Source: an optimization exercise on an open RTL-to-GDS flow (aim: small area and a short achievable clock period). Production flows keep margins and buffers that such runs may drop.
Where RTL was checked, it was by simulation tests only, not by an equivalence proof against the original.
Function not checked in run 1: the RTL went through the layout flow alone.
Power figures rest on the tool's default switching activity, not on a simulated workload.

## flow/design.v (module list and top-level ports; edited modules follow where they fit)
// module mult_cell: 4 lines
// module mult_ha: 4 lines
// module mult_han: 4 lines
// module mult_inv: 3 lines
// module mult_nand2: 3 lines
// module mult_nor2: 3 lines
// module mult_orpn: 3 lines
// module mult_andpn: 3 lines
// module mult_aoi21b: 3 lines
// module mult_oai21b: 3 lines
// module mult_aoi21: 3 lines
// module mult_oai21: 3 lines
// module mult_man: 2066 lines
module mult_man (
  input clk, input rstn, input data_rdy,
  input [16:0] mult1_signed, input [16:0] mult2_signed,
  output [31:0] res, output [33:0] res_signed, output res_rdy, output [32:0] res_final);
  // ...
==> flow/flow/run.sh <==
#!/bin/bash
# The standard layout (standard.sh), with one change: the port buffers that buffer_ports
# inserts are sky130_fd_sc_hd__buf_4 cells (later resized as needed) instead of the delay cell
# buffer_ports picks by itself. Every input and output port still gets its buffer.
set -euo pipefail
bash standard.sh 'BUFFER_PORTS_ARGS=-buffer_cell sky130_fd_sc_hd__buf_4' finish > standard_flow.log 2>&1
==> flow/standard.sh <==
#!/bin/bash
# synth_recipe.tcl (not shown) runs the flow's synth.tcl, then flattens the netlist and writes it again
# the make line also repeats each setting of config.mk as NAME=value (left out here)
make -C /OpenROAD-flow-scripts/flow DESIGN_CONFIG=/design/flow/config.mk WORK_HOME=/design/flow/orfs CLKGATE_MAP_FILE= SYNTH_SCRIPT=/design/flow/synth_recipe.tcl "${@:-finish}"
==> flow/config.mk <==
export PLATFORM = sky130hd
export DESIGN_NAME = mult_man
export DESIGN_NICKNAME = mult_man
export VERILOG_FILES = /design/flow/design.v
export SDC_FILE = /design/flow/constraint.sdc
export NUM_CORES = 4
export LEC_CHECK = 0
export ABC_CLOCK_PERIOD_IN_PS = 2000
export CAP_MARGIN = 20
export CORE_MARGIN = 2
export CORE_UTILIZATION = 40
export SETUP_SLACK_MARGIN = 2.4
export SLEW_MARGIN = 20
export SYNTH_HIERARCHICAL = 1
export TNS_END_PERCENT = 0
==> flow/constraint.sdc <==
create_clock -name core_clock -period 4.5 [get_ports {clk}]
set_input_delay 0.9000 -clock core_clock [delete_from_list [all_inputs] [get_ports {clk}]]
set_output_delay 0.9000 -clock core_clock [all_outputs]
set_load 0.01 [all_outputs]
==> impl_metrics.tcl, run 1 <==
set metrics [dict create \
    status "finished clean" \
    diodes 0 \
    gp_congestion 0.8342 \
    met1Wirelength_um 15420 \
    fin_nets 1897 \
    top_register "rs_q" \
    power_w 0.01317 \
    met2WireLength_um 15340 \
    yosys.area.top_type "fa_1" \
    synthMuxAreaShare 0 \
    route.met3.wl_um 2921 \
    nClkBuffers 41 \
    dpl_cell_area_sq_um 16570 \
    seq_share 0.2976 \
    overflow 0 \
    portBuffers 135 \
    crit_arrival_ns 2.65 \
    pg_clk_w 0.00237 \
    drc 0 \
    rows 71 \
    r2r_cells 4 \
    synthCells 1431 \
    maxSlewHeadroom 0.4513 \
    drtIter0Drc 617 \
    reg2reg_to "p2_c18_3$_DFF_P_" \
    clock.fmax_ghz 0.4480 \
    seq_area_sq_um 5680 \
    clk-insertion-delay-late_ns 0.55 \
    die_w_um 198.8 \
    htree_num_levels 1 \
    hp-class "reg -> reg" \
    area_growth_pct 25.75 \
    crit_path_end "p2_c18_3$_DFF_P_" \
    detail_route.wl_per_cell_um 15.95 \
    required_ns 4.92 \
    viasPerCell 4.625 \
    clkCellAreaFrac 0.05133 \
    switching_share 0.3872 \
    min_period_ns 2.232 \
    crit_slowest_cell "fa_1" \
    worst_setup_path_end_kind "flop" \
    drtAntennaViolNets 0 \
    synth_top_area_frac 0.2612 \
]
==> run 2, diff against run 1 <==
--- a/flow/design.v
+++ b/flow/design.v
@@ -1,19 +1,18 @@
 module mult_cell (input a, input b, input ci, output s, output co);    
    assign s  = a ^ b ^ ci;
    assign co = (a & b) | (a & ci) | (b & ci);
 endmodule
 module mult_ha (input a, input b, output s, output co);               
    assign s  = a ^ b;
    assign co = a & b;
 endmodule
-module mult_han (input a, input b, output s, output co);              
-   assign s  = a ^ b;
-   assign co = ~(a | b);
+module mult_buf (input a, output y);
+   assign y = a;
 endmodule
 module mult_inv (input a, output y);
    assign y = ~a;
 endmodule
 module mult_nand2 (input a, input b, output y);
    assign y = ~(a & b);
 endmodule
 module mult_nor2 (input a, input b, output y);
@@ -1158,47 +1157,56 @@
   reg p2_c28_0; always @(posedge clk) p2_c28_0 <= s1139;
   reg p2_c29_0; always @(posedge clk) p2_c29_0 <= s1043;
   reg p2_c29_1; always @(posedge clk) p2_c29_1 <= c1140;
   reg p2_c30_0; always @(posedge clk) p2_c30_0 <= w669;
   reg p2_c30_1; always @(posedge clk) p2_c30_1 <= c1044;
   reg p2_n_0; always @(posedge clk) p2_n_0 <= p1_n_0;
   reg v2; always @(posedge clk or negedge rstn) if (!rstn) v2 <= 1'b0; else v2 <= v1;
   wire s1142, c1143;
-  mult_han u1144 (.a(p2_c11_0), .b(p2_c11_1), .s(s1142), .co(c1143));
+  assign s1142 = p2_c11_0 ^ p2_c11_1;
+  mult_nor2 u1144 (.a(p2_c11_0), .b(p2_c11_1), .y(c1143));
   wire s1145, c1146;
-  mult_han u1147 (.a(p2_c12_0), .b(p2_c12_1), .s(s1145), .co(c1146));
+  assign s1145 = p2_c12_0 ^ p2_c12_1;
+  mult_nor2 u1147 (.a(p2_c12_0), .b(p2_c12_1), .y(c1146));
   wire s1148, c1149;
-  mult_han u1150 (.a(p2_c13_0), .b(p2_c13_1), .s(s1148), .co(c1149));
+  assign s1148 = p2_c13_0 ^ p2_c13_1;
+  mult_nor2 u1150 (.a(p2_c13_0), .b(p2_c13_1), .y(c1149));
   wire s1151, c1152;
-  mult_han u1153 (.a(p2_c14_0), .b(p2_c14_1), .s(s1151), .co(c1152));
+  assign s1151 = p2_c14_0 ^ p2_c14_1;
+  mult_nor2 u1153 (.a(p2_c14_0), .b(p2_c14_1), .y(c1152));
   wire s1154, c1155;
   mult_cell u1156 (.a(p2_c15_0), .b(p2_c15_1), .ci(p2_c15_2), .s(s1154), .co(c1155));
   wire s1157, c1158;
-  mult_han u1159 (.a(p2_c15_3), .b(p2_c15_4), .s(s1157), .co(c1158));
+  assign s1157 = p2_c15_3 ^ p2_c15_4;
+  mult_nor2 u1159 (.a(p2_c15_3), .b(p2_c15_4), .y(c1158));
   wire s1160, c1161;
   mult_cell u1162 (.a(p2_c16_0), .b(p2_c16_1), .ci(p2_c16_2), .s(s1160), .co(c1161));
   wire s1163, c1164;
-  mult_han u1165 (.a(p2_c16_3), .b(p2_c16_4), .s(s1163), .co(c1164));
+  assign s1163 = p2_c16_3 ^ p2_c16_4;
+  mult_nor2 u1165 (.a(p2_c16_3), .b(p2_c16_4), .y(c1164));
   wire s1166, c1167;
   mult_cell u1168 (.a(p2_c17_0), .b(p2_c17_1), .ci(p2_c17_2), .s(s1166), .co(c1167));
   wire s1169, c1170;
   mult_cell u1171 (.a(p2_c17_3), .b(p2_c17_4), .ci(p2_c17_5), .s(s1169), .co(c1170));
   wire s1172, c1173;
   mult_cell u1174 (.a(p2_c18_0), .b(p2_c18_1), .ci(p2_c18_2), .s(s1172), .co(c1173));
   wire s1175, c1176;
   mult_cell u1177 (.a(p2_c19_0), .b(p2_c19_1), .ci(p2_c19_2), .s(s1175), .co(c1176));
   wire s1178, c1179;
   mult_cell u1180 (.a(p2_c20_0), .b(p2_c20_1), .ci(p2_c20_2), .s(s1178), .co(c1179));
   wire s1181, c1182;
-  mult_han u1183 (.a(p2_c8_0), .b(p2_c8_1), .s(s1181), .co(c1182));
+  assign s1181 = p2_c8_0 ^ p2_c8_1;
+  mult_nor2 u1183 (.a(p2_c8_0), .b(p2_c8_1), .y(c1182));
   wire s1184, c1185;
-  mult_han u1186 (.a(p2_c9_0), .b(p2_c9_1), .s(s1184), .co(c1185));
+  assign s1184 = p2_c9_0 ^ p2_c9_1;
+  mult_nor2 u1186 (.a(p2_c9_0), .b(p2_c9_1), .y(c1185));
   wire s1187, c1188;
-  mult_han u1189 (.a(p2_c10_0), .b(p2_c10_1), .s(s1187), .co(c1188));
+  assign s1187 = p2_c10_0 ^ p2_c10_1;
+  mult_nor2 u1189 (.a(p2_c10_0), .b(p2_c10_1), .y(c1188));
   wire s1190, c1191;
   mult_cell u1192 (.a(p2_c11_2), .b(p2_c11_3), .ci(p2_c11_4), .s(s1190), .co(c1191));
   wire i1193;
   mult_inv u1194 (.a(c1143), .y(i1193));
   wire s1195, c1196;
   mult_cell u1197 (.a(p2_c12_2), .b(p2_c12_3), .ci(i1193), .s(s1195), .co(c1196));
   wire i1198;
   mult_inv u1199 (.a(c1146), .y(i1198));
@@ -1228,21 +1236,24 @@
   mult_cell u1232 (.a(p2_c21_0), .b(p2_c21_1), .ci(p2_c21_2), .s(s1230), .co(c1231));
   wire s1233, c1234;
   mult_cell u1235 (.a(p2_c22_0), .b(p2_c22_1), .ci(p2_c22_2), .s(s1233), .co(c1234));
   wire s1236, c1237;
   mult_cell u1238 (.a(p2_c23_0), .b(p2_c23_1), .ci(p2_c23_2), .s(s1236), .co(c1237));
   wire s1239, c1240;
   mult_cell u1241 (.a(p2_c24_0), .b(p2_c24_1), .ci(p2_c24_2), .s(s1239), .co(c1240));
   wire s1242, c1243;
-  mult_han u1244 (.a(p2_c5_0), .b(p2_c5_1), .s(s1242), .co(c1243));
+  assign s1242 = p2_c5_0 ^ p2_c5_1;
+  mult_nor2 u1244 (.a(p2_c5_0), .b(p2_c5_1), .y(c1243));
   wire s1245, c1246;
-  mult_han u1247 (.a(p2_c6_0), .b(p2_c6_1), .s(s1245), .co(c1246));
+  assign s1245 = p2_c6_0 ^ p2_c6_1;
+  mult_nor2 u1247 (.a(p2_c6_0), .b(p2_c6_1), .y(c1246));
   wire s1248, c1249;
-  mult_han u1250 (.a(p2_c7_0), .b(p2_c7_1), .s(s1248), .co(c1249));
+  assign s1248 = p2_c7_0 ^ p2_c7_1;
+  mult_nor2 u1250 (.a(p2_c7_0), .b(p2_c7_1), .y(c1249));
   wire i1251;
   mult_inv u1252 (.a(s1181), .y(i1251));
   wire s1253, c1254;
   mult_cell u1255 (.a(p2_c8_2), .b(p2_c8_3), .ci(i1251), .s(s1253), .co(c1254));
   wire i1256;
   mult_inv u1257 (.a(p2_c9_2), .y(i1256));
   wire s1258, c1259;
   mult_cell u1260 (.a(i1256), .b(c1182), .ci(s1184), .s(s1258), .co(c1259));
==> flow/flow/run.sh (replaced) <==
#!/bin/bash
# The standard layout (standard.sh), with one change: the port buffers that buffer_ports
# inserts are sky130_fd_sc_hd__buf_2 cells (later resized as needed) instead of the delay cell
# buffer_ports picks by itself. Every input and output port still gets its buffer.
set -euo pipefail
bash standard.sh 'BUFFER_PORTS_ARGS=-buffer_cell sky130_fd_sc_hd__buf_2' finish > standard_flow.log 2>&1
==> flow/config.mk (replaced) <==
export PLATFORM = sky130hd
export DESIGN_NAME = mult_man
export DESIGN_NICKNAME = mult_man
export VERILOG_FILES = /design/flow/design.v
export SDC_FILE = /design/flow/constraint.sdc
export NUM_CORES = 4
export LEC_CHECK = 0
export ABC_AREA = 1
export ABC_CLOCK_PERIOD_IN_PS = 2000
export CAP_MARGIN = 20
export CORE_MARGIN = 2
export CORE_UTILIZATION = 40
export SETUP_SLACK_MARGIN = 2.3
export SLEW_MARGIN = 20
export SYNTH_HIERARCHICAL = 1
export TNS_END_PERCENT = 0
==> run 2 against run 1 <==
  * Clock power increased by 5%
  * Worst setup slack got worse by 0.037 ns
  * Synthesized cell count is 21% higher
  * Critical path depth unchanged
  * Combinational power fell by 7.1%
  * Non-clock buffer count shrank 22
  * Fmax shrank 1.6%
  * Register-to-register slack got worse by 0.04 ns
  * Worst hold slack better by 0.0010 ns
  * Synthesized area is 2.2% higher
  * Clock-buffer cell count shrank 4
==> impl_metrics.tcl, run 2 <==
set metrics [dict create \
    status "finished clean" \
    synth_top_cells_by_count "nand2_1, inv_1, fa_1" \
    busiest_layer "met2" \
    cp_max_fo 13 \
    synth_most_common_cell "nand2_1" \
    diodes 0 \
    drive_above_1_share 0.2347 \
    hold_viol 0 \
    rows 72 \
    grt_pass1_wl_um 56750 \
    synthTopCellsByArea "fa_1, dfxtp_1, nand2_1" \
    synth-async-reset-ratio 0.2615 \
    portBuffers 135 \
    cts.path.max_buffers 3 \
    grt_max_degree 44 \
    synth_top_area_frac 0.2555 \
    reg_top3 "rs_q (33), r_q (31)" \
    start_util 0.4034 \
    fin_util 0.4855 \
    period_share 0.5043 \
    clk-insertion-delay-late_ns 0.56 \
    largest_reg_flops 33 \
    tightest_slew_ns 1.001 \
    antenna_found_initial 1 \
    max_stage_delay_ns 0.58 \
    maxSlewHeadroom 0.3317 \
    root_buffer "clkbuf_16" \
    die_h_um 201.0 \
    p_leak_nw 8.479 \
    drtAntennaViolNets 0 \
    layout_common_cells "nand2_1, inv_1, fa_1, nor2_1, dfxtp_1" \
    syn_area_per_cell_sq_um 8.984 \
    worst_setup_path_end_kind "flop" \
    fin_nets 2156 \
    final_common_cell "nand2_1" \
    worstSetupPathType "reg -> reg" \
    dr_total_vias 11250 \
    grtUsageMet3 0.04269 \
    fin_skew_ns 0.01505 \
    power_density_nw_per_um2 687.6 \
    ir_drop_mv 0.3966 \
    path_cells "nand2_1 > fa_1 > fa_1 > fa_1" \
    gp_congestion 0.8590 \
    grt_use_met1 0.2404 \
    cts_buffers 28 \
    synthesis.nets 1962 \
    clock.fmax_ghz 0.4407 \
    overflow 0 \
    drv_slew 0 \
    crit_slowest_cell "fa_1" \
    track_usage 0.1729 \
    drtIter0Drc 678 \
    grt_pass1_vias 11050 \
    synth_cell_types 25 \
    crit_arrival_ns 2.70 \
    wl_um 36020 \
    ys.flop_type "dfxtp_1" \
    synth_edf_count 0 \
    crit_family "adder cells" \
    htree_num_levels 1 \
    detail_route.wl_per_cell_um 14.64 \
    worst-path-buf-inv 0 \
    rsz0062_at_grt "true" \
    first_pass_iters 5 \
    die_w_um 201.0 \
    cts_tree "yes" \
    setup_viol 0 \
    ys_seq_area_frac 0.3574 \
    io_pins 137 \
    cp_common_cell "fa_1" \
    top_register "rs_q" \
    post-dp-hpwl_um 25500 \
    hp-class "reg -> reg" \
    setup_tns_ns 0 \
    area_growth_pct 20.37 \
    yosys.area.top_type "fa_1" \
    max_cap_viol_count 0 \
    ys_seq_elements 260 \
    dieArea_sq_um 40380 \
    min_period_ns 2.269 \
    clk_pin_slew_ns 0.06 \
    required_ns 4.93 \
    ys_warn_count 7 \
    use_met2 0.2666 \
    crit_path_start_kind "flop" \
    synthCells 1727 \
    cts.sinks 260 \
    coreArea_sq_um 38470 \
    ctsHoldBuffers 0 \
    viasPerCell 4.571 \
    syn_area_sq_um 15520 \
    drc 0 \
]
-- run 2: changes by cell type in the layout (fill, tap and decap cells not counted), sizes merged, moves of 11 or more --
cell    change
nand2     +165
buf        -22
and2b      -11
nor2b      -50
nor2      +104
nand3      +30
inv       +157
xor2       -21
a21oi      +40
a21boi     -11
nand2b     -44
ha         -12
xnor2      -24
and2       -26
-- run 2: report_power, final --
group / leakage (nW) / switching (W) / internal (W)
Sequential: 2.49 / 0.000791 / 0.00327
Clock: 0.511 / 0.000937 / 0.00156
Combinational: 5.48 / 0.00351 / 0.00277
Total: 8.48 / 0.00524 / 0.00760
-- run 2: cell type report --
cell class / count / area, sq um
tap: 518 / 648.1
clock inverter: 15 / 185.2
fill: 3585 / 19790
inverter: 227 / 859.6
multi-input combinational: 1192 / 8902
clock buffer: 37 / 849.6
timing repair buffer: 212 / 1560
sequential: 260 / 5672
-- run 2: cells by family (layout without fill, tap and decap cells) --
kind of cell / after synthesis / count (layout) / share of synthesized area
buf+inv: 275 / 491 / 0.07975
other cells: 1 / 1 / 0.0002417
flops: 260 / 260 / 0.3574
fa+ha+maj: 198 / 198 / 0.2555
compound gates: 99 / 99 / 0.04355
xor+xnor: 98 / 98 / 0.05532
simple gates: 796 / 796 / 0.2083
-- run 2: per-module statistics from Yosys (local to each module, per instance) --
module	times used	cells	flip-flops and latches	cell area [sq um]
mult_oai21b	2	2	0	12.51
mult_oai21	21	1	0	5.005
mult_aoi21b	11	2	0	12.51
mult_inv	45	1	0	3.754
mult_nand2	335	1	0	3.754
mult_man	1	813	260	8473
mult_aoi21	35	1	0	8.758
mult_orpn	31	2	0	7.507
mult_nor2	92	1	0	3.754
mult_cell	198	1	0	20.02
mult_andpn	50	2	0	10.01
-- run 2: per-layer routing --
layer	share of wire	wire [um]
met4	0.025	884
met5	0	0
met1	0.45	16330
met3	0.095	3437
met2	0.43	15370
-- run 2: through the flow --
| stage | hold WS (ns) | cells | setup slack (ns) | cell area (sq um) | total power [W] |
|---|---|---|---|---|---|
| final | 0.3269 | 2461 | 2.231 | 18680 | 0.01284 |
| after global routing | 0.3429 | 2461 | 2.205 | 18680 | 0.01404 |
| after CTS | 0.3255 | 2401 | 2.260 | 17820 | 0.01269 |
| after detailed placement | 0.3128 | 2334 | 1.708 | 16500 | 0.01006 |
| after global placement | 0.3120 | 2334 | 1.821 | 16500 | 0.009859 |
| after floorplan | 0.3096 | 1727 | 2.235 | 15540 | 0.008553 |
-- run 2: worst paths after layout --
path | startpoint | endpoint | slack (ns) | cells past startpoint
worst max-delay path | p1_bm_7$_DFF_P_ | p2_c14_3$_DFF_P_ | 2.23 | 4
worst min-delay path | p2_c0_0$_DFF_P_ | p3_h0_0$_DFF_P_ | 0.33 | 0
worst max register to register | p1_bm_7$_DFF_P_ | p2_c14_3$_DFF_P_ | 2.23 | 4
worst min register to register | p2_c0_0$_DFF_P_ | p3_h0_0$_DFF_P_ | 0.33 | 0
max in group asynchronous | rstn | r_q[28]$_DFF_PN0_ | 3.12 | 2
min in group asynchronous | rstn | r_q[2]$_DFF_PN0_ | 0.48 | 1
-- run 2: what timing repair did --
action                                  CTS  global route
gates resized for setup                  64            80
buffers inserted                         15            60
gates cloned                              0             0
pin swaps                                 3             9
hold endpoints to repair                  0             0
endpoints found under the setup margin  101            62
==> run 3, diff against run 2 <==
--- a/flow/config.mk
+++ b/flow/config.mk
@@ -6,5 +6,4 @@
 export NUM_CORES = 4
 export LEC_CHECK = 0
-export ABC_AREA = 1
 export ABC_CLOCK_PERIOD_IN_PS = 2000
 export CAP_MARGIN = 20
==> run 3 against run 2 <==
  * Clock skew is 0.011 ns higher
  * Register-to-register slack hardly changed
  * Worst setup slack better by 0.014 ns
  * Utilization is 0.79 points lower
  * Clock power is 7% lower
  * Synthesized cell count is 18% lower
  * Routed wire length is 7.7% lower
  * Via count is 13% lower
  * Fmax is 0.64% higher
  * Still clean on timing, DRC and antenna
  * Critical path depth stayed put
  * First-iteration DRC count is 9.0% lower
==> impl_metrics.tcl, run 3 <==
set metrics [dict create \
    die_h_um 198.2 \
    crit_family "adder cells" \
    synthCells 1419 \
    gp_congestion 0.8535 \
    grt_pass1_wl_um 52160 \
    drtIter0Drc 617 \
    drc 0 \
    synth_top_cells_by_count "nand2_1, fa_1, dfxtp_1" \
    grt_pass1_vias 10120 \
    required_ns 4.93 \
    htree_num_levels 1 \
    ir_drop_mv 0.3545 \
    start_util 0.4034 \
    synth_most_common_cell "nand2_1" \
    rsz0062_at_grt "true" \
    dieArea_sq_um 39290 \
    fin_nets 1824 \
    root_buffer "clkbuf_16" \
    ctsHoldBuffers 0 \
    synthSimpleGateAreaFrac 0.2092 \
    synth-xor-area-share 0.08998 \
    crit_path_start_kind "flop" \
    clock.fmax_ghz 0.4435 \
    cp_max_fo 16 \
    hp-start "p2_n_0$_DFF_P_" \
    setup_tns_ns 0 \
    crit_path_start "p1_bm_5$_DFF_P_" \
    min_period_ns 2.255 \
    crit_slowest_cell "fa_1" \
    r2r_cells 4 \
    wl_um 33260 \
    place_inst 2021 \
    clk-insertion-delay-late_ns 0.55 \
    yosys.area.top_type "fa_1" \
    tightest_slew_ns 0.9225 \
    final_common_cell "nand2_1" \
    cp_common_cell "fa_1" \
    cts_tree "yes" \
    diodes 0 \
    ys_seq_elements 260 \
    max_cap_viol_count 0 \
    worst_setup_path_end_kind "flop" \
    grt_max_degree 46 \
    period_share 0.5011 \
    synth_fa_ha_area_frac 0.2627 \
    top_register "rs_q" \
    ys_warn_count 7 \
    max_stage_delay_ns 0.55 \
    syn_area_per_cell_sq_um 10.63 \
    reg2reg_to "p2_c14_3$_DFF_P_" \
    synth_top_family_by_area "adder cells" \
    area_growth_pct 18.40 \
    synth_edf_count 0 \
    synth_cell_types 25 \
    clk_pin_slew_ns 0.07 \
    hold_end "p3_n_0$_DFF_P_" \
    largest_reg_flops 33 \
    path_cells "nand2_1 > fa_1 > fa_1 > fa_1" \
    hp-class "reg -> reg" \
    synthesis.nets 1654 \
    synth-compound-area-share 0.03649 \
    synth_top_area_frac 0.2627 \
    fin_skew_ns 0.02577 \
    synthMuxAreaShare 0 \
    portBuffers 135 \
    coreArea_sq_um 37400 \
    drtAntennaViolNets 0 \
    synth-async-reset-ratio 0.2615 \
    drive_above_1_share 0.2464 \
    post-dp-hpwl_um 23150 \
    rows 71 \
    dr_total_vias 9799 \
    ys_seq_area_frac 0.3676 \
    crit_arrival_ns 2.68 \
    ys.flop_type "dfxtp_1" \
    drv_slew 0 \
    first_pass_iters 5 \
    power_density_nw_per_um2 710.4 \
    layout_common_cells "nand2_1, fa_1, dfxtp_1, buf_2, nor2_1" \
    die_w_um 198.2 \
    overflow 0 \
    worstSetupPathType "reg -> reg" \
    syn_area_sq_um 15090 \
    fillerInstances 3454 \
    antenna_found_initial 0 \
    maxSlewHeadroom 0.3850 \
    hold_viol 0 \
    setup_viol 0 \
    detail_route.wl_per_cell_um 15.67 \
    cts.sinks 260 \
    viasPerCell 4.618 \
    reg_top3 "rs_q (33), r_q (31)" \
    status "finished clean" \
    track_usage 0.1678 \
    cts.path.max_buffers 3 \
    cts_buffers 28 \
    synthTopCellsByArea "fa_1, dfxtp_1, dfrtp_1" \
    rrSetupSlack_ns 2.25 \
    p_leak_nw 7.324 \
    fin_cells 2122 \
    r2r_start "p1_bm_5$_DFF_P_" \
    worst-path-buf-inv 0 \
    whs_path_depth 0 \
    io_pins 137 \
]
run 3: cell types whose count changed in the layout (fill, tap and decap cells not counted), sizes merged, moves of 40 or more:
cell	previous run	this run
nor2	222	130
a21oi	75	35
nand2b	0	44
inv	228	48
nor2b	0	50
nand2	542	377
run 3: layer usage:
layer / GRT usage / wire length (um)
met1: 0.2307 / 14590
met2: 0.2622 / 14530
met3: 0.04480 / 3296
met4: 0.04483 / 850
met5: 0 / 0
run 3: through the flow:
stage / hold slack, ns / instance area (sq um) / util / setup slack, ns / power (W)
6_report: 0.3238 / 17860 / 0.4776 / 2.245 / 0.01269
5_1_grt: 0.3278 / 17860 / 0.4776 / 2.211 / 0.01381
4_1_cts: 0.3264 / 17310 / 0.4627 / 2.243 / 0.01265
3_5_place_dp: 0.3121 / 16120 / 0.4309 / 1.767 / 0.01018
3_3_place_gp: 0.3108 / 16120 / 0.4309 / 1.787 / 0.01003
2_1_floorplan: 0.3096 / 15120 / - / 2.229 / 0.008708
run 3: area by class of cell:
type,count,area [sq um],area share
Clock buffer,42,867.1,0.04854
Clock inverter,10,87.58,0.004903
Inverter,46,172.7,0.009666
Tap cell,511,639.4,0.03579
Timing Repair Buffer,186,1232,0.06899
Multi-Input combinational cell,1067,9191,0.5145
Sequential cell,260,5673,0.3176
run 3: cell families (layout without fill, tap and decap cells):
group | Yosys count | count (layout)
adders and majority gates | 198 | 198
xor gates and xnor gates | 155 | 155
and+or+nand+nor | 644 | 644
buffers and inverters | 92 | 284
other | 1 | 1
DFF | 260 | 260
AOI/OAI and AO/OA | 69 | 69
run 3: where the power goes:
part	switching, W	internal (W)
logic	0.00325	0.00304
clock network	0.000916	0.00139
registers	0.000817	0.00328
run 3: Yosys stat by module, one instance, submodules excluded:
module       cell area, sq um  times used
mult_man                 7919           1
mult_cell               20.02         198
mult_andpn              13.76          50
mult_aoi21b             11.26          11
mult_aoi21              8.758          35
mult_oai21b             7.507           2
mult_orpn               6.256          31
mult_oai21              5.005          21
mult_inv                3.754          45
mult_nand2              3.754         335
mult_nor2               3.754          92
run 3: worst max path at each step:
| stage | slack [ns] | to | cells after the start |
|---|---|---|---|
| 6_report | 2.25 | p2_c14_3$_DFF_P_ | 4 |
| 5_1_grt | 2.21 | rs_q[21]$_DFF_PN0_ | 10 |
| 4_1_cts | 2.24 | p2_c16_4$_DFF_P_ | 4 |
| 3_5_place_dp | 1.77 | rs_q[28]$_DFF_PN0_ | 11 |
| 3_3_place_gp | 1.79 | rs_q[28]$_DFF_PN0_ | 11 |
| 2_1_floorplan | 2.23 | rs_q[28]$_DFF_PN0_ | 11 |
run 3: what timing repair did:
item | in CTS | in global routing
buffers inserted | 9 | 40
hold endpoints to repair | 0 | 0
cloned | 0 | 0
endpoints found under the setup margin | 101 | 59
resized for setup | 72 | 51
pin swaps | 3 | 10
==> run 4, diff against run 3 <==
--- a/flow/config.mk
+++ b/flow/config.mk
@@ -6,5 +6,4 @@
 export NUM_CORES = 4
 export LEC_CHECK = 0
-export ABC_CLOCK_PERIOD_IN_PS = 2000
 export CAP_MARGIN = 20
 export CORE_MARGIN = 2
==> run 4 against run 3 <==
  * Utilization is the same
  * Highest routed layer unchanged
  * Non-clock buffer count unchanged
  * Sequential power about the same
  * Still clean on timing, DRC and antenna
==> impl_metrics.tcl, run 4 <==
set metrics [dict create \
    hold_end "p3_n_0$_DFF_P_" \
    final_common_cell "nand2_1" \
    synth_cell_types 25 \
    cts_buffers 28 \
    cp_max_fo 16 \
    reg2reg_to "p2_c14_3$_DFF_P_" \
    fin_cells 2122 \
    maxSlewHeadroom 0.3850 \
    ir_drop_mv 0.3545 \
    grt_max_degree 46 \
    top_register "rs_q" \
    io_pins 137 \
    drtIter0Drc 617 \
    overflow 0 \
    fin_skew_ns 0.02577 \
    reg_top3 "rs_q (33), r_q (31)" \
    detail_route.wl_per_cell_um 15.67 \
    required_ns 4.93 \
    die_h_um 198.2 \
    crit_slowest_cell "fa_1" \
    synthesis.nets 1654 \
    hp-class "reg -> reg" \
    worst-path-buf-inv 0 \
    rsz0062_at_grt "true" \
    synth_top_area_frac 0.2627 \
    ys.flop_type "dfxtp_1" \
    first_pass_iters 5 \
    dieArea_sq_um 39290 \
    dpl_cell_area_sq_um 16120 \
    r2r_start "p1_bm_5$_DFF_P_" \
    drtAntennaViolNets 0 \
    layout_common_cells "nand2_1, fa_1, dfxtp_1, buf_2, nor2_1" \
    htree_num_levels 1 \
    setup_viol 0 \
    status "finished clean" \
    start_util 0.4034 \
    drive_above_1_share 0.2464 \
    hp-start "p2_n_0$_DFF_P_" \
    synthTopCellsByArea "fa_1, dfxtp_1, dfrtp_1" \
    gp_congestion 0.8535 \
    r2r_cells 4 \
    path_cells "nand2_1 > fa_1 > fa_1 > fa_1" \
    drv_slew 0 \
    root_buffer "clkbuf_16" \
    hold_viol 0 \
    die_w_um 198.2 \
    synth_most_common_cell "nand2_1" \
    synthCells 1419 \
    crit_family "adder cells" \
    synth_edf_count 0 \
    cts_tree "yes" \
    drc 0 \
    grt_pass1_wl_um 52160 \
    ys_seq_elements 260 \
    power_density_nw_per_um2 710.4 \
    yosys.area.top_type "fa_1" \
    synth-async-reset-ratio 0.2615 \
    fillerInstances 3454 \
    period_share 0.5011 \
    clk-insertion-delay-late_ns 0.55 \
    viasPerCell 4.618 \
    post-dp-hpwl_um 23150 \
    finalInstanceArea_sq_um 17860 \
    max_stage_delay_ns 0.55 \
    track_usage 0.1678 \
    wl_um 33260 \
    syn_area_sq_um 15090 \
    area_growth_pct 18.40 \
    ys_warn_count 7 \
    min_period_ns 2.255 \
    place_inst 2021 \
    rrSetupSlack_ns 2.25 \
    rows 71 \
    dr_total_vias 9799 \
    fin_nets 1824 \
    cts.path.max_buffers 3 \
    ys_seq_area_frac 0.3676 \
    portBuffers 135 \
    whs_path_depth 0 \
    grt_pass1_vias 10120 \
    diodes 0 \
    crit_path_start_kind "flop" \
    ctsHoldBuffers 0 \
    max_cap_viol_count 0 \
    largest_reg_flops 33 \
    crit_arrival_ns 2.68 \
    synth_top_cells_by_count "nand2_1, fa_1, dfxtp_1" \
    cts.sinks 260 \
    antenna_found_initial 0 \
    tightest_slew_ns 0.9225 \
    syn_area_per_cell_sq_um 10.63 \
    setup_tns_ns 0 \
    coreArea_sq_um 37400 \
    p_leak_nw 7.324 \
    worst_setup_path_end_kind "flop" \
    clk_pin_slew_ns 0.07 \
    worstSetupPathType "reg -> reg" \
    clock.fmax_ghz 0.4435 \
    cp_common_cell "fa_1" \
]
==> run 4: power by group <==
| part | internal (W) | total, W | switching (W) | leakage [nW] |
|---|---|---|---|---|
| clock network | 0.00139 | 0.00231 | 0.000916 | 0.468 |
| logic | 0.00304 | 0.00629 | 0.00325 | 4.36 |
| registers | 0.00328 | 0.00409 | 0.000817 | 2.49 |
| total | 0.00771 | 0.0127 | 0.00498 | 7.32 |
==> run 4: worst reg2reg max path: cells and delay by family, from the launching register on <==
family	cells	cell delay, ns
and+or+nand+nor	1	0.14
DFF	1	0.51
adders and majority gates	3	1.47
==> run 4: per-layer routing <==
| metal | track usage | wire (um) | up-vias |
|---|---|---|---|
| li1 | - | - | 4621 |
| met1 | 0.2307 | 14590 | 4694 |
| met2 | 0.2622 | 14530 | 416 |
| met3 | 0.04480 | 3296 | 68 |
| met4 | 0.04483 | 850 | 0 |
| met5 | 0 | 0 | - |
==> run 4: cell type report <==
class	count	area, sq um	area share
Multi-Input combinational cell	1067	9191	0.5145
Clock buffer	42	867.1	0.04854
Timing Repair Buffer	186	1232	0.06899
Tap cell	511	639.4	0.03579
Inverter	46	172.7	0.009666
Sequential cell	260	5673	0.3176
Clock inverter	10	87.58	0.004903
==> run 4: how the worst max path moves through the flow <==
stage,startpoint,cells after the start,to,slack [ns]
2_1_floorplan,p3_h4_0$_DFF_P_,11,rs_q[28]$_DFF_PN0_,2.23
3_3_place_gp,p3_h6_0$_DFF_P_,11,rs_q[28]$_DFF_PN0_,1.79
3_5_place_dp,p3_h6_0$_DFF_P_,11,rs_q[28]$_DFF_PN0_,1.77
4_1_cts,p1_am_0$_DFF_P_,4,p2_c16_4$_DFF_P_,2.24
5_1_grt,p3_h11_0$_DFF_P_,10,rs_q[21]$_DFF_PN0_,2.21
6_report,p1_bm_5$_DFF_P_,4,p2_c14_3$_DFF_P_,2.25
==> run 4: logic make-up after synthesis <==
group | share of synthesized area
AND/OR/NAND/NOR | 0.2092
flip-flops | 0.3676
adder cells (fa/ha/maj) | 0.2627
XOR/XNOR | 0.08998
buffers and inverters | 0.03375
AO/OA/AOI/OAI | 0.03649
other | 0.0002486
==> run 4: per-module statistics from Yosys, one instance, submodules excluded <==
module | flip-flops and latches | cells | copies in the design | cell area (sq um)
mult_orpn | 0 | 1 | 31 | 6.256
mult_oai21b | 0 | 1 | 2 | 7.507
mult_inv | 0 | 1 | 45 | 3.754
mult_oai21 | 0 | 1 | 21 | 5.005
mult_andpn | 0 | 1 | 50 | 13.76
mult_man | 260 | 599 | 1 | 7919
mult_cell | 0 | 1 | 198 | 20.02
mult_aoi21 | 0 | 1 | 35 | 8.758
mult_nand2 | 0 | 1 | 335 | 3.754
mult_aoi21b | 0 | 1 | 11 | 11.26
mult_nor2 | 0 | 1 | 92 | 3.754
==> run 4: metrics by stage <==
step                      utilization  hold WS (ns)  total power (W)  setup WS (ns)
after global routing           0.4776        0.3278          0.01381          2.211
after global placement         0.4309        0.3108          0.01003          1.787
after floorplan                     -        0.3096         0.008708          2.229
after detailed placement       0.4309        0.3121          0.01018          1.767
final                          0.4776        0.3238          0.01269          2.245
after CTS                      0.4627        0.3264          0.01265          2.243
==> run 4: what timing repair did <==
item | in CTS | in global routing
endpoints found under the setup margin | 101 | 59
pin swaps | 3 | 10
resized for setup | 72 | 51
setup buffers | 9 | 40
==> run 5, diff against run 4 <==
==> flow/flow/run.sh (replaced) <==
#!/bin/bash
# The standard layout (standard.sh) with two changes:
# - the port buffers that buffer_ports inserts are sky130_fd_sc_hd__buf_2 cells (resized later as
#   needed) instead of the delay cell buffer_ports picks by itself; every port still gets one;
# - ABC maps the design's small gate modules for a 1 fF load instead of 5 fF, so that it does
#   not pick x2/x4 drive strengths for single gates (the resizer upsizes where timing needs it).
set -euo pipefail
bash standard.sh 'BUFFER_PORTS_ARGS=-buffer_cell sky130_fd_sc_hd__buf_2' ABC_LOAD_IN_FF=1 finish > standard_flow.log 2>&1
--- a/flow/config.mk
+++ b/flow/config.mk
@@ -6,4 +6,5 @@
 export NUM_CORES = 4
 export LEC_CHECK = 0
+export ABC_CLOCK_PERIOD_IN_PS = 2000
 export CAP_MARGIN = 20
 export CORE_MARGIN = 2
==> run 5 against run 4 <==
  * Via count increased by 1.5%
  * Critical path depth up 1
  * Clock-buffer cell count down 6
  * Non-clock buffer count grew 46
  * Cell count is 0.19% lower
  * Design area down 0.25%
  * Still clean
  * Critical path type unchanged
  * Worst hold slack gained 0.0034 ns
  * Worst setup slack lost 0.014 ns
  * First-iteration DRC count rose by 6.8%
  * Global-route usage fell by 0.20 points
  * Largest power group unchanged
==> impl_metrics.tcl, run 5 <==
set metrics [dict create \
    period_share 0.5042 \
    power_w 0.01230 \
    grt_pass1_wl_um 50740 \
    drv_slew 0 \
    setup_viol 0 \
    status "finished clean" \
    cts_tree "yes" \
    cts.path.max_buffers 3 \
    clk_pin_slew_ns 0.06 \
    multi_input_area_sq_um 8615 \
    synth_cell_types 24 \
    ys_warn_count 7 \
    p_leak_nw 7.444 \
    syn_area_sq_um 14540 \
    tightest_slew_ns 0.9582 \
    synth_most_common_cell "nand2_1" \
    fin_cells 2118 \
    seq_area_sq_um 5675 \
    crit_path_start_kind "flop" \
    synth_top_area_frac 0.2727 \
    fin_nets 1870 \
    worstSetupPathType "reg -> reg" \
    required_ns 4.93 \
    overflow 0 \
    drtAntennaViolNets 0 \
    io_pins 137 \
    root_buffer "clkbuf_16" \
    clock.fmax_ghz 0.4407 \
    dieArea_sq_um 37880 \
    die_w_um 194.6 \
    detail_route.wl_per_cell_um 15.90 \
    maxSlewHeadroom 0.3603 \
    ctsHoldBuffers 0 \
    reg_top3 "rs_q (33), r_q (31)" \
    synthesis.nets 1654 \
    rows 69 \
    track_usage 0.1659 \
    ir_drop_mv 0.3035 \
    area_growth_pct 22.59 \
    synthCells 1419 \
    hp-class "reg -> reg" \
    cts.sinks 260 \
    fin_skew_ns 0.02342 \
    first_pass_iters 5 \
    power_density_nw_per_um2 690.2 \
    fin_util 0.4998 \
    die_h_um 194.6 \
    synth_top_cells_by_count "nand2_1, fa_1, dfxtp_1" \
    cts_buffers 28 \
    min_period_ns 2.269 \
    cp_max_fo 9 \
    ys_seq_area_frac 0.3815 \
    fillerInstances 3264 \
    gp_congestion 0.8308 \
    largest_reg_flops 33 \
    yosys.area.top_type "fa_1" \
    diodes 0 \
    synthTopCellsByArea "fa_1, dfxtp_1, dfrtp_1" \
    viasPerCell 4.696 \
    worst_setup_path_end_kind "flop" \
    max_cap_viol_count 0 \
    drtIter0Drc 659 \
    drive_above_1_share 0.2100 \
    hold_viol 0 \
    portBuffers 135 \
    grt_max_degree 37 \
    layout_common_cells "nand2_1, fa_1, dfxtp_1, buf_2, nor2_1" \
    crit_arrival_ns 2.70 \
    final_common_cell "nand2_1" \
    drc 0 \
    ys_seq_elements 260 \
    wl_um 33680 \
    top_register "rs_q" \
    antenna_found_initial 0 \
    dr_total_vias 9946 \
    grt_pass1_vias 9734 \
    synth-async-reset-ratio 0.2615 \
    setup_tns_ns 0 \
    post-dp-hpwl_um 22080 \
    synth_edf_count 0 \
    ys.flop_type "dfxtp_1" \
    htree_num_levels 1 \
    start_util 0.4077 \
    rsz0062_at_grt "true" \
    syn_area_per_cell_sq_um 10.24 \
    worst_hold_slack_ns 0.3272 \
    place_inst 1971 \
    clk-insertion-delay-late_ns 0.56 \
    coreArea_sq_um 35660 \
]
run 5: final timing paths:
path	start	end	slack (ns)	cells after the start
setup reg to reg	p1_bm_10$_DFF_P_	p2_c16_4$_DFF_P_	2.23	5
min in group asynchronous	rstn	r_q[11]$_DFF_PN0_	0.41	1
setup / recovery	p1_bm_10$_DFF_P_	p2_c16_4$_DFF_P_	2.23	5
hold reg to reg	p2_c0_0$_DFF_P_	p3_h0_0$_DFF_P_	0.33	0
hold / removal	p2_c0_0$_DFF_P_	p3_h0_0$_DFF_P_	0.33	0
max in group asynchronous	rstn	rs_q[27]$_DFF_PN0_	3.19	2
run 5: kinds of logic (layout without fill, tap and decap cells):
family | count (synthesis) | after routing | share of synthesized area
other | 1 | 1 | 0.0002580
AO/OA/AOI/OAI | 69 | 69 | 0.02599
XOR/XNOR | 155 | 155 | 0.09391
flip-flops | 260 | 260 | 0.3815
adder cells (fa/ha/maj) | 198 | 198 | 0.2727
buffers and inverters | 92 | 330 | 0.03477
AND/OR/NAND/NOR | 644 | 644 | 0.1909
run 5: per-stage QoR:
stage / worst slack, ns / area (sq um)
after global routing: 2.213 / 17820
final: 2.231 / 17820
after floorplan: 2.252 / 14550
after global placement: 1.822 / 15480
after CTS: 2.245 / 16690
after detailed placement: 1.751 / 15510
run 5: critical path, stage by stage (launching register included):
cell	delay, ns
dfxtp_4	0.46
buf_6	0.19
nand2_1	0.09
fa_1	0.47
fa_1	0.47
fa_1	0.48
run 5: repair_timing:
action	CTS	global route
setup buffers	4	91
gates resized for setup	67	65
pin swaps	3	5
endpoints found under the setup margin	102	73
run 5: report_power, final:
group | switching [W] | internal, W
clock | 0.000938 | 0.00149
sequential | 0.000689 | 0.00328
combinational | 0.00310 | 0.00281
run 5: layer usage:
metal	track usage	up-vias	routed length [um]
met4	0.03960	0	930
met1	0.2382	4693	14670
met2	0.2539	473	14530
li1	-	4713	-
met3	0.03956	67	3550
met5	0	-	0
run 5: area by class of cell:
type / instances / area share
multi-input cells: 1067 / 0.4834
inverters: 46 / 0.009690
flip-flops and latches: 260 / 0.3185
repair buffers: 232 / 0.09942
well taps: 461 / 0.03237
clock inverters: 16 / 0.01159
clock buffers: 36 / 0.04501
run 5: modules after synthesis, one instance, submodules excluded:
module / cell area (sq um) / times used / flip-flops and latches
mult_man: 7916 / 1 / 260
mult_cell: 20.02 / 198 / 0
mult_aoi21b: 7.507 / 11 / 0
mult_oai21b: 7.507 / 2 / 0
mult_andpn: 6.256 / 50 / 0
mult_orpn: 6.256 / 31 / 0
mult_aoi21: 5.005 / 35 / 0
mult_oai21: 5.005 / 21 / 0
mult_inv: 3.754 / 45 / 0
mult_nand2: 3.754 / 335 / 0
mult_nor2: 3.754 / 92 / 0
==> run 6, diff against run 5 <==
--- a/flow/config.mk
+++ b/flow/config.mk
@@ -6,9 +6,8 @@
 export NUM_CORES = 4
 export LEC_CHECK = 0
-export ABC_CLOCK_PERIOD_IN_PS = 2000
 export CAP_MARGIN = 20
 export CORE_MARGIN = 2
 export CORE_UTILIZATION = 40
-export SETUP_SLACK_MARGIN = 2.3
+export SETUP_SLACK_MARGIN = 2.15
 export SLEW_MARGIN = 20
 export SYNTH_HIERARCHICAL = 1
==> run 6 against run 5 <==
  * Cell count is 4.3% lower
  * Die area stayed put
  * Sequential cell count stayed put
  * Worst hold slack hardly changed
  * Clock-buffer cell count is 7 higher
  * Sequential share of layout area is 2.2 points higher
  * Clock skew is 0.0079 ns lower
  * Via count is 5.0% lower
  * Register-to-register slack worse by 0.06 ns
  * Sequential power is 2% higher
  * Design area is 6.7% lower
  * Routed wire length is 8.1% lower
  * Critical endpoint is now p2_c20_4$_DFF_P_
  * Largest cell class unchanged
  * Largest power group unchanged
==> impl_metrics.tcl, run 6 <==
set metrics [dict create \
    top_layer "met4" \
    die_w_um 194.6 \
    met1Wirelength_um 14210 \
    synth_top_area_frac 0.2727 \
    clk-insertion-delay-late_ns 0.54 \
    dr_total_vias 9447 \
    rows 69 \
    cts.sinks 260 \
    maxSlewHeadroom 0.3324 \
    r2r_cells 4 \
    synth_edf_count 0 \
    hp-class "reg -> reg" \
    grt_pass1_vias 9785 \
    grt_pass1_wl_um 50540 \
    ys_seq_area_frac 0.3815 \
    required_ns 4.89 \
    overflow 0 \
    worstSetupPathType "reg -> reg" \
    p_leak_nw 6.837 \
    rrSetupSlack_ns 2.17 \
    ys_seq_elements 260 \
    clk_pin_slew_ns 0.06 \
    syn_area_sq_um 14540 \
    place_ws_ns 1.579 \
    min_period_ns 2.328 \
    largest_reg_flops 33 \
    gp_congestion 0.8250 \
    wl_um 30970 \
    reg_top3 "rs_q (33), r_q (31)" \
    clock.fmax_ghz 0.4295 \
    drive_above_1_share 0.1463 \
    ir_drop_mv 0.2682 \
    worst_slack_ns 2.172 \
    r2r_start "p1_am_14$_DFF_P_" \
    ys_warn_count 7 \
    tightest_slew_ns 1.000 \
    dieArea_sq_um 37880 \
    htree_num_levels 1 \
    setup_viol 0 \
    start_util 0.4077 \
    syn_area_per_cell_sq_um 10.24 \
    crit_arrival_ns 2.72 \
    met2WireLength_um 13330 \
    reg2reg_to "p2_c20_4$_DFF_P_" \
    crit_path_end "p2_c20_4$_DFF_P_" \
    synthesis.nets 1654 \
    io_pins 137 \
    yosys.area.top_type "fa_1" \
    synthTopCellsByArea "fa_1, dfxtp_1, dfrtp_1" \
    ys.flop_type "dfxtp_1" \
    diodes 0 \
    die_h_um 194.6 \
    first_pass_iters 5 \
    synth_most_common_cell "nand2_1" \
    synth_top_cells_by_count "nand2_1, fa_1, dfxtp_1" \
    worst_setup_path_end_kind "flop" \
    drv_slew 0 \
    viasPerCell 4.663 \
    cts_tree "yes" \
    detail_route.wl_per_cell_um 15.28 \
    period_share 0.5174 \
    fin_nets 1780 \
    power_w 0.01187 \
    root_buffer "clkbuf_16" \
    drc 0 \
    post-dp-hpwl_um 22320 \
    crit_path_start_kind "flop" \
    coreArea_sq_um 35660 \
    synthCells 1419 \
    cp_max_fo 16 \
    fin_skew_ns 0.01556 \
    top_register "rs_q" \
    track_usage 0.1654 \
    hp-start "p2_c2_0$_DFF_P_" \
    layout_common_cells "nand2_1, fa_1, dfxtp_1, buf_2, nor2_1" \
    ctsHoldBuffers 0 \
    cts.path.max_buffers 3 \
    status "finished clean" \
    max_cap_viol_count 0 \
    antenna_found_initial 0 \
    synth_cell_types 24 \
    rsz0062_at_grt "true" \
    route.met3.wl_um 2836 \
    final_common_cell "nand2_1" \
    power_density_nw_per_um2 714.1 \
    synth-async-reset-ratio 0.2615 \
    hold_viol 0 \
    setup_tns_ns 0 \
    area_growth_pct 14.39 \
    portBuffers 135 \
    grt_max_degree 41 \
    drtIter0Drc 562 \
    drtAntennaViolNets 0 \
    worst_hold_slack_ns 0.3271 \
    crit_path_start "p1_am_14$_DFF_P_" \
    cts_buffers 28 \
]
run 6: cell types whose count changed in the layout (fill, tap and decap cells not counted), sizes merged:
cell	before	now
clkinv	6	2
clkbuf	37	43
clkinvlp	4	2
buf	231	142
bufinv	4	2
inv	48	47
run 6: power breakdown:
group	total [W]	internal, W	switching [W]
registers	0.00403	0.00327	0.000764
clock network	0.00230	0.00141	0.000899
logic	0.00554	0.00261	0.00292
run 6: critical path, stage by stage, from the launching register on:
cell and delay [ns]:
dfxtp_2 0.61, nand2_1 0.15, fa_1 0.42, fa_1 0.47, fa_1 0.53
run 6: final cells by class:
type                            count  area (sq um)
Fill cell                        3347         19030
Multi-Input combinational cell   1067          8536
Sequential cell                   260          5657
Clock buffer                       43         848.3
Timing Repair Buffer              142         740.7
Tap cell                          461         576.8
Inverter                           46         172.7
Clock inverter                      7         97.59
run 6: repair_timing:
action,4_1_cts,5_1_grt
pin swaps,2,2
endpoints found under the setup margin,96,53
resized for setup,42,31
setup buffers,4,1
endpoints found under the hold margin,0,0
cloned,0,0
run 6: stage by stage:
step / utilization / instance area (sq um) / std cells
after floorplan: - / 14540 / 1419
after CTS: 0.4638 / 16540 / 2025
after detailed placement: 0.4340 / 15470 / 1971
final: 0.4664 / 16630 / 2026
after global placement: 0.4340 / 15470 / 1971
after global routing: 0.4664 / 16630 / 2026
run 6: cell families (layout without fill, tap and decap cells):
kind of cell	after synthesis	after routing	synth area share
simple gates	644	644	0.1909
flops	260	260	0.3815
fa+ha+maj	198	198	0.2727
xor+xnor	155	155	0.09391
buf+inv	92	238	0.03477
compound gates	69	69	0.02599
other cells	1	1	0.0002580
run 6: worst min path at each step:
stage                 endpoint  depth (start not counted)
6_report       p3_h2_0$_DFF_P_                          0
3_3_place_gp    p3_n_0$_DFF_P_                          0
2_1_floorplan   p2_n_0$_DFF_P_                          0
5_1_grt        p3_h2_0$_DFF_P_                          0
3_5_place_dp   p3_h2_0$_DFF_P_                          0
4_1_cts        p3_h2_0$_DFF_P_                          0
run 6: metal layers:
metal  global-route usage  vias up
met5                    0        -
met4              0.04245        0
met3              0.04407       56
met2               0.2571      383
met1               0.2300     4478
li1                     -     4530
run 6: modules after synthesis (local to each module, per instance):
module | area, sq um | flip-flops and latches | cells | times used
mult_orpn | 6.256 | 0 | 1 | 31
mult_nor2 | 3.754 | 0 | 1 | 92
mult_aoi21b | 7.507 | 0 | 1 | 11
mult_andpn | 6.256 | 0 | 1 | 50
mult_oai21b | 7.507 | 0 | 1 | 2
mult_oai21 | 5.005 | 0 | 1 | 21
mult_man | 7916 | 260 | 599 | 1
mult_aoi21 | 5.005 | 0 | 1 | 35
mult_nand2 | 3.754 | 0 | 1 | 335
mult_cell | 20.02 | 0 | 1 | 198
mult_inv | 3.754 | 0 | 1 | 45
==> run 7, diff against run 6 <==
--- a/flow/config.mk
+++ b/flow/config.mk
@@ -9,5 +9,5 @@
 export CORE_MARGIN = 2
 export CORE_UTILIZATION = 40
-export SETUP_SLACK_MARGIN = 2.15
+export SETUP_SLACK_MARGIN = 2.25
 export SLEW_MARGIN = 20
 export SYNTH_HIERARCHICAL = 1
==> run 7 against run 6 <==
  * Sequential power is essentially flat
  * Largest cell class unchanged
  * Utilization rose by 1.7 points
  * Worst setup slack improved by 0.068 ns
  * Non-clock buffer count grew 45
==> impl_metrics.tcl, run 7 <==
set metrics [dict create \
    r2r_start "p1_bm_14$_DFF_P_" \
    reg2reg_to "p2_c14_3$_DFF_P_" \
    synthMuxAreaShare 0 \
    final_common_cell "nand2_1" \
    syn_area_per_cell_sq_um 10.24 \
    whs_path_depth 0 \
    synth-compound-area-share 0.02599 \
    track_usage 0.1659 \
    portBuffers 135 \
    hp-class "reg -> reg" \
    gp_congestion 0.8308 \
    p_leak_nw 7.151 \
    period_share 0.5022 \
    top_register "rs_q" \
    viasPerCell 4.661 \
    ys_warn_count 7 \
    ys_seq_elements 260 \
    fillerInstances 3325 \
    cp_max_fo 16 \
    seq_area_sq_um 5672 \
    synth_top_cells_by_count "nand2_1, fa_1, dfxtp_1" \
    synth-async-reset-ratio 0.2615 \
    root_buffer "clkbuf_16" \
    worstSetupPathType "reg -> reg" \
    synth_top_area_frac 0.2727 \
    wl_um 31500 \
    die_h_um 194.6 \
    tightest_slew_ns 0.9612 \
    dieArea_sq_um 37880 \
    detail_route.wl_per_cell_um 15.20 \
    rows 69 \
    dpl_cell_area_sq_um 15510 \
    cts_buffers 28 \
    drc 0 \
    cts.sinks 260 \
    overflow 0 \
    crit_arrival_ns 2.69 \
    drive_above_1_share 0.1849 \
    drv_slew 0 \
    synthSimpleGateAreaFrac 0.1909 \
    diodes 0 \
    seqPwrFrac 0.331 \
    synthCells 1419 \
    setup_tns_ns 0 \
    setup_viol 0 \
    cts_tree "yes" \
    p_sw_w 0.004656 \
    htree_num_levels 1 \
    reg_top3 "rs_q (33), r_q (31)" \
    grt_max_degree 37 \
    hold_viol 0 \
    ys_seq_area_frac 0.3815 \
    post-dp-hpwl_um 22080 \
    max_cap_viol_count 0 \
    io_pins 137 \
    synth_top_family_by_area "adder cells" \
    drtAntennaViolNets 0 \
    synth_cell_types 24 \
    first_pass_iters 5 \
    coreArea_sq_um 35660 \
    die_w_um 194.6 \
    fin_skew_ns 0.02780 \
    synth_most_common_cell "nand2_1" \
    largest_reg_flops 33 \
    hold_end "p3_h0_0$_DFF_P_" \
    fin_util 0.4837 \
    p_comb_frac 0.469 \
    ctsHoldBuffers 0 \
    drtIter0Drc 544 \
    antenna_found_initial 0 \
    fin_nets 1825 \
    power.internal_w 0.007469 \
    clk-insertion-delay-late_ns 0.56 \
    maxSlewHeadroom 0.3583 \
    grt_pass1_wl_um 50750 \
    clock.fmax_ghz 0.4425 \
    finalInstanceArea_sq_um 17250 \
    synth-xor-area-share 0.09391 \
    multi_input_area_sq_um 8589 \
    syn_area_sq_um 14540 \
    r2r_cells 4 \
    switching_share 0.3840 \
    synthesis.nets 1654 \
    synth_edf_count 0 \
    cts.path.max_buffers 3 \
    dr_total_vias 9662 \
    ir_drop_mv 0.3027 \
    grt_pass1_vias 9737 \
    ys.flop_type "dfxtp_1" \
    yosys.area.top_type "fa_1" \
    start_util 0.4077 \
    worst_setup_path_end_kind "flop" \
    min_period_ns 2.260 \
    status "finished clean" \
    layout_common_cells "nand2_1, fa_1, dfxtp_1, buf_2, nor2_1" \
    rsz0062_at_grt "true" \
    rrSetupSlack_ns 2.24 \
    synth_fa_ha_area_frac 0.2727 \
    power_density_nw_per_um2 703.1 \
    place_ws_ns 1.751 \
    area_growth_pct 18.63 \
    pwr-share-clk 0.200 \
    synthTopCellsByArea "fa_1, dfxtp_1, dfrtp_1" \
    required_ns 4.93 \
    clk_pin_slew_ns 0.06 \
    crit_path_start_kind "flop" \
    hp-start "p2_c0_0$_DFF_P_" \
    worst_slack_ns 2.240 \
]
==> run 7: cell count changes in the layout (fill, tap and decap cells not counted), sizes merged <==
| cell | delta |
|---|---|
| buf | +45 |
| bufinv | +2 |
| clkbuf | -7 |
| clkinv | +4 |
| clkinvlp | +2 |
| inv | +1 |
==> run 7: timing repair <==
action	in CTS	in global routing
pin swaps	3	4
buffers inserted	4	46
endpoints found under the setup margin	95	44
resized for setup	66	37
==> run 7: layer usage <==
layer  share of wire  up-vias  global-route usage
met2            0.44      417              0.2541
met4           0.018        0             0.03960
met3           0.091       44             0.03956
li1                -     4621                   -
met5               0        -                   0
met1            0.45     4580              0.2382
==> run 7: kinds of logic after synthesis <==
| logic type | Yosys count |
|---|---|
| and+or+nand+nor | 644 |
| DFF | 260 |
| adders and majority gates | 198 |
| xor gates and xnor gates | 155 |
| buffers and inverters | 92 |
| AOI/OAI and AO/OA | 69 |
| other | 1 |
==> run 7: how the worst max path moves through the flow <==
stage / startpoint / to / slack [ns]
5_1_grt: p1_am_3$_DFF_P_ / p2_c14_3$_DFF_P_ / 2.22
3_5_place_dp: p3_h1_0$_DFF_P_ / rs_q[21]$_DFF_PN0_ / 1.75
2_1_floorplan: p1_am_6$_DFF_P_ / p2_c14_3$_DFF_P_ / 2.25
6_report: p1_bm_14$_DFF_P_ / p2_c14_3$_DFF_P_ / 2.24
3_3_place_gp: p3_h4_0$_DFF_P_ / rs_q[25]$_DFF_PN0_ / 1.82
4_1_cts: p1_am_14$_DFF_P_ / p2_c18_2$_DFF_P_ / 2.24
==> run 7: critical path, cell delays in order (launching register included) <==
cell and delay [ns]:
dfxtp_4 0.49, nand2_1 0.13, fa_1 0.59, fa_1 0.47
fa_1 0.48
==> run 7: per-module statistics from Yosys (local to each module, per instance), a selection <==
module	flops+latches	area (sq um)	copies in the design
mult_andpn	0	6.256	50
mult_aoi21	0	5.005	35
mult_aoi21b	0	7.507	11
mult_inv	0	3.754	45
mult_nand2	0	3.754	335
mult_oai21	0	5.005	21
mult_oai21b	0	7.507	2
mult_orpn	0	6.256	31
==> run 7: through the flow <==
stage | cells | hold WS, ns | total power [W]
5_1_grt | 2073 | 0.3304 | 0.01325
6_report | 2073 | 0.3272 | 0.01212
4_1_cts | 2027 | 0.3277 | 0.01210
3_5_place_dp | 1971 | 0.3121 | 0.009568
2_1_floorplan | 1419 | 0.3096 | 0.008118
3_3_place_gp | 1970 | 0.3109 | 0.009423
==> run 7: layout make-up <==
type | instances | area share
Multi-Input combinational cell | 1067 | 0.4981
Tap cell | 461 | 0.03345
Clock buffer | 36 | 0.04651
Clock inverter | 16 | 0.01197
Timing Repair Buffer | 187 | 0.07110
Sequential cell | 260 | 0.3289
Inverter | 46 | 0.01001
==> run 7: power groups by stage <==
stage               clock, W  combinational, W  sequential, W
global placement           0           0.00536        0.00406
finish               0.00243           0.00569        0.00401
CTS                  0.00250           0.00555        0.00405
detailed placement         0           0.00548        0.00409
floorplan                  0           0.00416        0.00396
global route         0.00259           0.00652        0.00413
==> run 8, diff against run 7 <==
--- a/flow/config.mk
+++ b/flow/config.mk
@@ -9,5 +9,7 @@
 export CORE_MARGIN = 2
 export CORE_UTILIZATION = 40
-export SETUP_SLACK_MARGIN = 2.25
+export CTS_BUF_LIST = sky130_fd_sc_hd__clkbuf_4 sky130_fd_sc_hd__clkbuf_8
+export CTS_CLUSTER_SIZE = 30
+export SETUP_SLACK_MARGIN = 2.2
 export SLEW_MARGIN = 20
 export SYNTH_HIERARCHICAL = 1
==> run 8 against run 7 <==
  * Global-route usage up 0.35 points
  * Sequential power hardly changed
  * Synthesized area did not move
  * Design area decreased by 2.5%
  * Highest routed layer unchanged
  * Synthesized cell count unchanged
  * Combinational power is 3% lower
  * Power fell by 0.49%
  * Sequential share of layout area up 0.79 points
  * Routed wire length shrank 1.6%
==> impl_metrics.tcl, run 8 <==
set metrics [dict create \
    status "finished clean" \
    antenna_found_initial 0 \
    seqPwrFrac 0.335 \
    period_share 0.4980 \
    max_cap_viol_count 0 \
    cp_max_fo 16 \
    tightest_slew_ns 0.9664 \
    synth_cell_types 24 \
    die_w_um 194.6 \
    synth_top_area_frac 0.2727 \
    drtAntennaViolNets 0 \
    synth_edf_count 0 \
    ys_seq_area_frac 0.3815 \
    largest_reg_flops 33 \
    track_usage 0.1694 \
    p_comb_frac 0.458 \
    crit_path_start_kind "flop" \
    synthTopCellsByArea "fa_1, dfxtp_1, dfrtp_1" \
    setup_viol 0 \
    hp-start "p2_c3_0$_DFF_P_" \
    area_growth_pct 15.69 \
    rsz0062_at_grt "true" \
    dpl_cell_area_sq_um 15480 \
    hold_viol 0 \
    cts.path.max_buffers 3 \
    rrSetupSlack_ns 2.26 \
    htree_num_levels 2 \
    cts.sinks 260 \
    setup_tns_ns 0 \
    coreArea_sq_um 35660 \
    top_register "rs_q" \
    detail_route.wl_per_cell_um 15.05 \
    portBuffers 135 \
    finalInstanceArea_sq_um 16820 \
    worst_setup_path_end_kind "flop" \
    p_leak_nw 6.961 \
    hp-class "reg -> reg" \
    pwr-share-clk 0.207 \
    power.internal_w 0.007436 \
    grt_max_degree 40 \
    layout_common_cells "nand2_1, fa_1, dfxtp_1, buf_2, nor2_1" \
    synth_most_common_cell "nand2_1" \
    clock.fmax_ghz 0.4463 \
    seq_area_sq_um 5664 \
    ir_drop_mv 0.2626 \
    drive_above_1_share 0.1726 \
    viasPerCell 4.645 \
    switching_share 0.3836 \
    required_ns 4.94 \
    rows 69 \
    reg_top3 "rs_q (33), r_q (31)" \
    clk_pin_slew_ns 0.06 \
    cts_buffers 45 \
    ys.flop_type "dfxtp_1" \
    synth_top_cells_by_count "nand2_1, fa_1, dfxtp_1" \
    overflow 0 \
    gp_congestion 0.8350 \
    fin_util 0.4717 \
    ys_warn_count 7 \
    wl_um 31000 \
    post-dp-hpwl_um 22550 \
    ys_seq_elements 260 \
    grt_pass1_vias 10170 \
    whs_path_depth 0 \
    synth-async-reset-ratio 0.2615 \
    start_util 0.4077 \
    synthesis.nets 1654 \
    fin_skew_ns 0.02196 \
    fillerInstances 3306 \
    clk-insertion-delay-late_ns 0.56 \
    dr_total_vias 9568 \
    io_pins 137 \
    yosys.area.top_type "fa_1" \
    power_w 0.01206 \
    grt_pass1_wl_um 51610 \
    cts_tree "yes" \
    dieArea_sq_um 37880 \
    r2r_cells 4 \
    root_buffer "clkbuf_8" \
    die_h_um 194.6 \
    synthCells 1419 \
    drtIter0Drc 574 \
    worstSetupPathType "reg -> reg" \
    crit_arrival_ns 2.68 \
    r2r_start "p1_am_0$_DFF_P_" \
    first_pass_iters 6 \
    power_density_nw_per_um2 717.4 \
    min_period_ns 2.241 \
    maxSlewHeadroom 0.3548 \
    drc 0 \
    diodes 0 \
    ctsHoldBuffers 0 \
    multi_input_area_sq_um 8552 \
    final_common_cell "nand2_1" \
    p_sw_w 0.004628 \
    reg2reg_to "p2_c14_3$_DFF_P_" \
    syn_area_per_cell_sq_um 10.24 \
    syn_area_sq_um 14540 \
    drv_slew 0 \
    fin_nets 1800 \
    hold_end "p3_h3_0$_DFF_P_" \
    crit_path_start "p1_am_0$_DFF_P_" \
]
==> run 8: cell counts after synthesis <==
No cell type changed its count.
==> run 8: final cells by class <==
class / instances / share of cell area
clock buffer: 66 / 0.04992
clock inverter: 15 / 0.01406
inverter: 46 / 0.01027
multi-input combinational: 1067 / 0.5085
sequential: 260 / 0.3368
tap: 461 / 0.03430
timing repair buffer: 145 / 0.04613
==> run 8: critical path, cell delays in order, from the launching register on <==
cell,delay (ns)
dfxtp_4,0.49
nand2_1,0.12
fa_1,0.47
fa_1,0.56
fa_1,0.48
==> run 8: cell families after synthesis <==
logic type / count (synthesis) / synth area share
flops: 260 / 0.3815
xor+xnor: 155 / 0.09391
buf+inv: 92 / 0.03477
fa+ha+maj: 198 / 0.2727
compound gates: 69 / 0.02599
other cells: 1 / 0.0002580
simple gates: 644 / 0.1909
==> run 8: how the worst max path moves through the flow <==
stage                              end  slack (ns)  cells after the start
finish                p2_c14_3$_DFF_P_        2.26                      4
global route        rs_q[24]$_DFF_PN0_        2.16                     10
CTS                   p2_c18_3$_DFF_P_        2.14                      4
detailed placement  rs_q[18]$_DFF_PN0_        1.69                     10
global placement    rs_q[28]$_DFF_PN0_        1.76                     11
floorplan           rs_q[28]$_DFF_PN0_        2.25                     11
==> run 8: what timing repair did <==
action / CTS / global route
endpoints found under the setup margin: 96 / 72
gates resized for setup: 41 / 39
buffers inserted: 3 / 5
endpoints found under the hold margin: 0 / 0
gates cloned: 0 / 0
pin swaps: 2 / 3
==> run 8: through the flow <==
stage | setup WS, ns | hold slack (ns) | instances
6_report | 2.259 | 0.3242 | 2060
5_1_grt | 2.164 | 0.3277 | 2060
2_1_floorplan | 2.246 | 0.3096 | 1419
4_1_cts | 2.139 | 0.3255 | 2055
3_5_place_dp | 1.687 | 0.3121 | 1971
3_3_place_gp | 1.757 | 0.3138 | 1971
==> run 8: power groups by stage <==
stage	combinational [W]	clock, W	sequential [W]
CTS	0.00554	0.00257	0.00404
global placement	0.00537	0	0.00405
global route	0.00632	0.00267	0.00416
detailed placement	0.00549	0	0.00408
floorplan	0.00415	0	0.00396
finish	0.00553	0.00249	0.00404
==> run 8: Yosys stat by module, one instance, submodules excluded, excerpt <==
module       cells inside  flip-flops and latches
mult_oai21              1                       0
mult_man              599                     260
mult_aoi21b             1                       0
mult_cell               1                       0
mult_oai21b             1                       0
mult_orpn               1                       0
mult_nand2              1                       0
mult_andpn              1                       0
mult_nor2               1                       0
==> run 8: per-layer routing <==
layer / vias to the layer above / wire, um / GRT usage
met4: 0 / 771 / 0.05527
li1: 4580 / - / -
met1: 4534 / 14190 / 0.2331
met3: 73 / 2731 / 0.04789
met2: 381 / 13310 / 0.2587
met5: - / 0 / 0

[re-timing with driven ports]
How much do the figures lean on ideal ports? The routed layouts below were timed once more, with nothing changed but the port constraints.
Step 1 (the two cells are an assumption about what drives the block):
set clk [get_ports {clk}]
set_driving_cell -lib_cell sky130_fd_sc_hd__clkbuf_16 $clk
set_driving_cell -lib_cell sky130_fd_sc_hd__buf_2 [delete_from_list [all_inputs] $clk]
Step 2, shift: input delay + t, output delay - t, t = (earliest + latest rising clock arrival at the registers) / 2. This alone moves slack from input paths to output paths.
Slacks: no drivers / after step 1 / after step 2; pairs: no drivers / after step 1.
| run | t (ns) | slack for setup (ns) | hold slack, ns | worst setup path after step 2 | slew at the worst register clock pin (ns) |
|---|---|---|---|---|---|
| run 1 | 0.593 | 2.268 / 2.268 / 2.268 | 0.326 / 0.326 / 0.326 | register to register | 0.06 / 0.06 |
| run 2 | 0.603 | 2.231 / 2.231 / 2.231 | 0.327 / 0.327 / 0.327 | register to register | 0.06 / 0.06 |
| run 3 | 0.589 | 2.245 / 2.245 / 2.245 | 0.324 / 0.324 / 0.324 | register to register | 0.07 / 0.07 |
| run 4 | 0.589 | 2.245 / 2.245 / 2.245 | 0.324 / 0.324 / 0.324 | register to register | 0.07 / 0.07 |
| run 5 | 0.594 | 2.231 / 2.231 / 2.231 | 0.327 / 0.327 / 0.327 | register to register | 0.07 / 0.07 |
| run 6 | 0.585 | 2.172 / 2.172 / 2.172 | 0.327 / 0.327 / 0.327 | register to register | 0.06 / 0.06 |
| run 7 | 0.595 | 2.240 / 2.240 / 2.240 | 0.327 / 0.327 / 0.327 | register to register | 0.07 / 0.07 |
| run 8 | 0.597 | 2.259 / 2.259 / 2.259 | 0.324 / 0.324 / 0.324 | register to register | 0.07 / 0.07 |
After both steps every run listed still meets setup and hold.
